Context: an optimization exercise on an open-source flow, tuned for small area and a short achievable clock period. The choices shown serve that exercise and are no tape-out recipe.
At most, simulation tests tie the RTL to the original design; equivalence was not proved.

==> 06-12 <==
// cordic_stage
module cordic_stage (clk, reset, X_i, Y_i, Z_i, X_O, Y_O, Z_O);
clock: 3.65 ns
lec_check: 0
cap_margin: 20
core_margin: 2
core_utilization: 40
cts_cluster_diameter: 100
cts_cluster_size: 22
setup_slack_margin: 1.3
slew_margin: 20
synth_hierarchical: 1
synth_minimum_keep_size: 0
run.sh (not shown) runs the stock make flow with config.mk's settings and CLKGATE_MAP_FILE= SYNTH_SCRIPT=/design/flow/synth_recipe.tcl, a recipe that flattens the netlist after the stock synthesis.
==> 01-17 (differences from 06-12) <==
--- a/flow/design.v
+++ b/flow/design.v
@@ -55,13 +55,13 @@
   wire signed [5:0] z10n;
   wire signed [4:0] z11n;
   wire signed [3:0] z12n;
   wire signed [2:0] z13n;
   wire signed [1:0] z14n;
   wire z15n;
-  wire [1:0] w14f, v14f, w14t, v14t;
+  wire [1:0] w14f, v14f;
   wire [15:0] w1n, v1n;
   wire [15:0] w2n, v2n;
   wire [15:0] w3n, v3n;
   wire [15:0] w4n, v4n;
   wire [15:0] w5n, v5n;
   wire [15:0] w6n, v6n;
@@ -116,13 +116,13 @@
   assign z12n = zo_p5[3:0];
   assign z13n = zo_p5[16:14];
   wire [27:0] zo_p6;
   cordic_pair #(.J0(12), .WI0(3), .WO0(2), .A0(1), .WI1(2), .WO1(1), .A1(1), .LAST1(1)) p6 (
     .w(ws[223:192]), .v(vs[223:192]), .n(n[13:12]), .q(q[13:12]),
     .z({{12'd0, z14}, {11'd0, z13}}), .wo({w14n, w13n}), .vo({v14n, v13n}), .zo(zo_p6),
-    .wf(w14f), .vf(v14f), .tx(v14t), .ty(w14t));
+    .wf(w14f), .vf(v14f));
   assign z14n = zo_p6[1:0];
   assign z15n = zo_p6[14:14];
   always @(posedge clk) begin
     ws[31:16] <= w1n;
     vs[31:16] <= v1n;
     ws[47:32] <= w2n;
@@ -170,14 +170,14 @@
     z15c <= z14[0];
     wfl <= w14f;
     vfl <= v14f;
     k0x <= {1'b0, ~dnext[13] ^ q[13]} + {1'b0, z14[0] ^ q[13]} + {1'b0, q[13]};
     k0y <= {1'b0, dnext[13] ^ q[13]} + {1'b0, ~z14[0] ^ q[13]} + {1'b0, q[13]};
     c1x <= ~dnext[13] ^ q[13];
-    txr <= v14t;       
-    tyr <= w14t;       
+    txr <= v14n[15:14] ^ {2{~dnext[13]}};
+    tyr <= w14n[15:14] ^ {2{dnext[13]}};
     z15i  <= ~z14[0];
     zo[0] <= z15;
     zo[1] <= ~z15c;
     zo[2] <= z15i;
   end
   wire [15:0] xo_n, yo_n;
@@ -188,13 +188,13 @@
     yo <= yo_n;
   end
   assign X_O = xo;
   assign Y_O = yo;
   assign Z_O = {{5{zo[2]}}, {5{zo[1]}}, {6{zo[0]}}};
 endmodule
-module cordic_pair (w, v, n, q, z, wo, vo, zo, wf, vf, tx, ty);
+module cordic_pair (w, v, n, q, z, wo, vo, zo, wf, vf);
   parameter J0 = 0;
   parameter WI0 = 14;
   parameter WO0 = 14;
   parameter A0 = 0;
   parameter WI1 = 14;
   parameter WO1 = 14;
@@ -207,14 +207,12 @@
   input  [27:0] z;
   output [31:0] wo;
   output [31:0] vo;
   output [27:0] zo;
   output [1:0]  wf;        
   output [1:0]  vf;        
-  output [1:0]  tx;        
-  output [1:0]  ty;        
   genvar u;
   generate
     for (u = 0; u < 2; u = u + 1) begin : it
       localparam J    = J0 + u;
       localparam WI   = u ? WI1 : WI0;
       localparam WO   = u ? WO1 : WO0;
@@ -280,22 +278,16 @@
       assign vo[16*u +: 16] = vs_[15:0];
       wire [WI-1:0] k = A;
       wire [WI-1:0] s = zi + (nn ? k : -k);
       assign zo[14*u +: 14] = {{(14 - WO){1'b0}}, s[WO-1:0]};
       wire [1:0]    wfl = LAST ? ws_[17:16] : 2'b00;
       wire [1:0]    vfl = LAST ? vs_[17:16] : 2'b00;
-      wire [17:0]   wt_ = step(wi, vi, 1'b1, ~n[u] ^ q[u], nn);
-      wire [17:0]   vt_ = step(vi, wi, 1'b0, q[u], n[u] ^ ~nn);
-      wire [1:0]    txl = LAST ? vt_[15:14] : 2'b00;
-      wire [1:0]    tyl = LAST ? wt_[15:14] : 2'b00;
     end
   endgenerate
   assign wf = it[1].wfl;
   assign vf = it[1].vfl;
-  assign tx = it[1].txl;
-  assign ty = it[1].tyl;
 endmodule
 module cordic_step (a, b, cin, flip, o);
   parameter J = 0;
   parameter INV = 0;
   localparam L = 16 - J;
   input  [15:0] a;
==> 04-22 (differences from 06-12) <==
--- a/flow/design.v
+++ b/flow/design.v
@@ -55,13 +55,13 @@
   wire signed [5:0] z10n;
   wire signed [4:0] z11n;
   wire signed [3:0] z12n;
   wire signed [2:0] z13n;
   wire signed [1:0] z14n;
   wire z15n;
-  wire [1:0] w14f, v14f, w14t, v14t;
+  wire [1:0] w14f, v14f;
   wire [15:0] w1n, v1n;
   wire [15:0] w2n, v2n;
   wire [15:0] w3n, v3n;
   wire [15:0] w4n, v4n;
   wire [15:0] w5n, v5n;
   wire [15:0] w6n, v6n;
@@ -116,13 +116,13 @@
   assign z12n = zo_p5[3:0];
   assign z13n = zo_p5[16:14];
   wire [27:0] zo_p6;
   cordic_pair #(.J0(12), .WI0(3), .WO0(2), .A0(1), .WI1(2), .WO1(1), .A1(1), .LAST1(1)) p6 (
     .w(ws[223:192]), .v(vs[223:192]), .n(n[13:12]), .q(q[13:12]),
     .z({{12'd0, z14}, {11'd0, z13}}), .wo({w14n, w13n}), .vo({v14n, v13n}), .zo(zo_p6),
-    .wf(w14f), .vf(v14f), .tx(v14t), .ty(w14t));
+    .wf(w14f), .vf(v14f));
   assign z14n = zo_p6[1:0];
   assign z15n = zo_p6[14:14];
   always @(posedge clk) begin
     ws[31:16] <= w1n;
     vs[31:16] <= v1n;
     ws[47:32] <= w2n;
@@ -170,14 +170,14 @@
     z15c <= z14[0];
     wfl <= w14f;
     vfl <= v14f;
     k0x <= {1'b0, ~dnext[13] ^ q[13]} + {1'b0, z14[0] ^ q[13]} + {1'b0, q[13]};
     k0y <= {1'b0, dnext[13] ^ q[13]} + {1'b0, ~z14[0] ^ q[13]} + {1'b0, q[13]};
     c1x <= ~dnext[13] ^ q[13];
-    txr <= v14t;       
-    tyr <= w14t;       
+    txr <= v14n[15:14] ^ {2{~dnext[13]}};
+    tyr <= w14n[15:14] ^ {2{dnext[13]}};
     z15i  <= ~z14[0];
     zo[0] <= z15;
     zo[1] <= ~z15c;
     zo[2] <= z15i;
   end
   wire [15:0] xo_n, yo_n;
@@ -188,13 +188,13 @@
     yo <= yo_n;
   end
   assign X_O = xo;
   assign Y_O = yo;
   assign Z_O = {{5{zo[2]}}, {5{zo[1]}}, {6{zo[0]}}};
 endmodule
-module cordic_pair (w, v, n, q, z, wo, vo, zo, wf, vf, tx, ty);
+module cordic_pair (w, v, n, q, z, wo, vo, zo, wf, vf);
   parameter J0 = 0;
   parameter WI0 = 14;
   parameter WO0 = 14;
   parameter A0 = 0;
   parameter WI1 = 14;
   parameter WO1 = 14;
@@ -207,14 +207,12 @@
   input  [27:0] z;
   output [31:0] wo;
   output [31:0] vo;
   output [27:0] zo;
   output [1:0]  wf;        
   output [1:0]  vf;        
-  output [1:0]  tx;        
-  output [1:0]  ty;        
   genvar u;
   generate
     for (u = 0; u < 2; u = u + 1) begin : it
       localparam J    = J0 + u;
       localparam WI   = u ? WI1 : WI0;
       localparam WO   = u ? WO1 : WO0;
@@ -280,22 +278,16 @@
       assign vo[16*u +: 16] = vs_[15:0];
       wire [WI-1:0] k = A;
       wire [WI-1:0] s = zi + (nn ? k : -k);
       assign zo[14*u +: 14] = {{(14 - WO){1'b0}}, s[WO-1:0]};
       wire [1:0]    wfl = LAST ? ws_[17:16] : 2'b00;
       wire [1:0]    vfl = LAST ? vs_[17:16] : 2'b00;
-      wire [17:0]   wt_ = step(wi, vi, 1'b1, ~n[u] ^ q[u], nn);
-      wire [17:0]   vt_ = step(vi, wi, 1'b0, q[u], n[u] ^ ~nn);
-      wire [1:0]    txl = LAST ? vt_[15:14] : 2'b00;
-      wire [1:0]    tyl = LAST ? wt_[15:14] : 2'b00;
     end
   endgenerate
   assign wf = it[1].wfl;
   assign vf = it[1].vfl;
-  assign tx = it[1].txl;
-  assign ty = it[1].tyl;
 endmodule
 module cordic_step (a, b, cin, flip, o);
   parameter J = 0;
   parameter INV = 0;
   localparam L = 16 - J;
   input  [15:0] a;
SETUP_SLACK_MARGIN = 1.2   (was 1.3)
==> qor summary <==
Sum of net half-perimeters after detailed placement: 04-22 57800 um; 06-12 57700 um; 01-17 57600 um
Critical Path Max Stage Delay: 04-22 0.45 ns; 06-12 0.55 ns; 01-17 0.47 ns
Crit. path cell count: 04-22 7; 06-12 8; 01-17 8
FILL cells: 04-22 8988; 06-12 9001; 01-17 8928
End-of-flow core utilization: 04-22 0.452; 06-12 0.461; 01-17 0.457
Worst clock skew: 04-22 0.0227 ns; 06-12 0.0323 ns; 01-17 0.0205 ns
Routed met3 length: 04-22 1760 um; 06-12 2040 um; 01-17 1760 um
Mean area per synthesized cell: 04-22 9.66 sq um; 06-12 9.58 sq um; 01-17 9.66 sq um
Status: 04-22 finished clean; 06-12 finished clean; 01-17 finished clean
CP max FO: 04-22 5; 06-12 5; 01-17 10
Fraction of layout instances using a drive strength above 1: 04-22 0.0887; 06-12 0.127; 01-17 0.114
Die outline area: 04-22 97000 sq um; 06-12 97800 sq um; 01-17 97000 sq um
Hold Crit Start: 04-22 z1[0]$_DFF_P_; 06-12 z5[0]$_DFF_P_; 01-17 z15i$_DFF_P_
Fraction of standard cell area in multi-input logic: 04-22 0.554; 06-12 0.560; 01-17 0.556
Maximum clock rate: 04-22 423 MHz; 06-12 418 MHz; 01-17 426 MHz
Function not checked in 06-12: the RTL went through the layout flow alone.

[re-timing with driven ports]
In the flow no input, the clock included, has a driving cell. The finished layouts below were timed again as built, in two steps. Step 1 sets driving cells, clkbuf_16 on the clock port and buf_2 on the other inputs (assumed; they add their load-dependent delay and slew). Step 2 moves the port delays by t, midway between the first and last clock arrival at a register: inputs arrive t later, outputs are due t later. That takes back most of the time a late clock gives input paths. Three values: ideal ports, drivers, drivers and shift; two values: the first two.
| run | shift t [ns] | setup WS [ns] | hold WS [ns] | latest minus earliest clock arrival (ns) | worst slew at a driven data input, ns |
|---|---|---|---|---|---|
| 06-12 | 0.651 | 1.260 / 1.260 / 1.260 | 0.317 / 0.317 / 0.317 | 0.041 / 0.041 | 0.04 |
| 01-17 | 0.645 | 1.300 / 1.300 / 1.299 | 0.330 / 0.330 / 0.330 | 0.025 / 0.025 | 0.10 |
| 04-22 | 0.641 | 1.288 / 1.288 / 1.288 | 0.323 / 0.323 / 0.323 | 0.029 / 0.029 | 0.10 |
After both steps every run listed still meets setup and hold. The setup slack of 01-17, which loses most, moves by 0.000 ns with the drivers and by -0.001 ns with both steps.
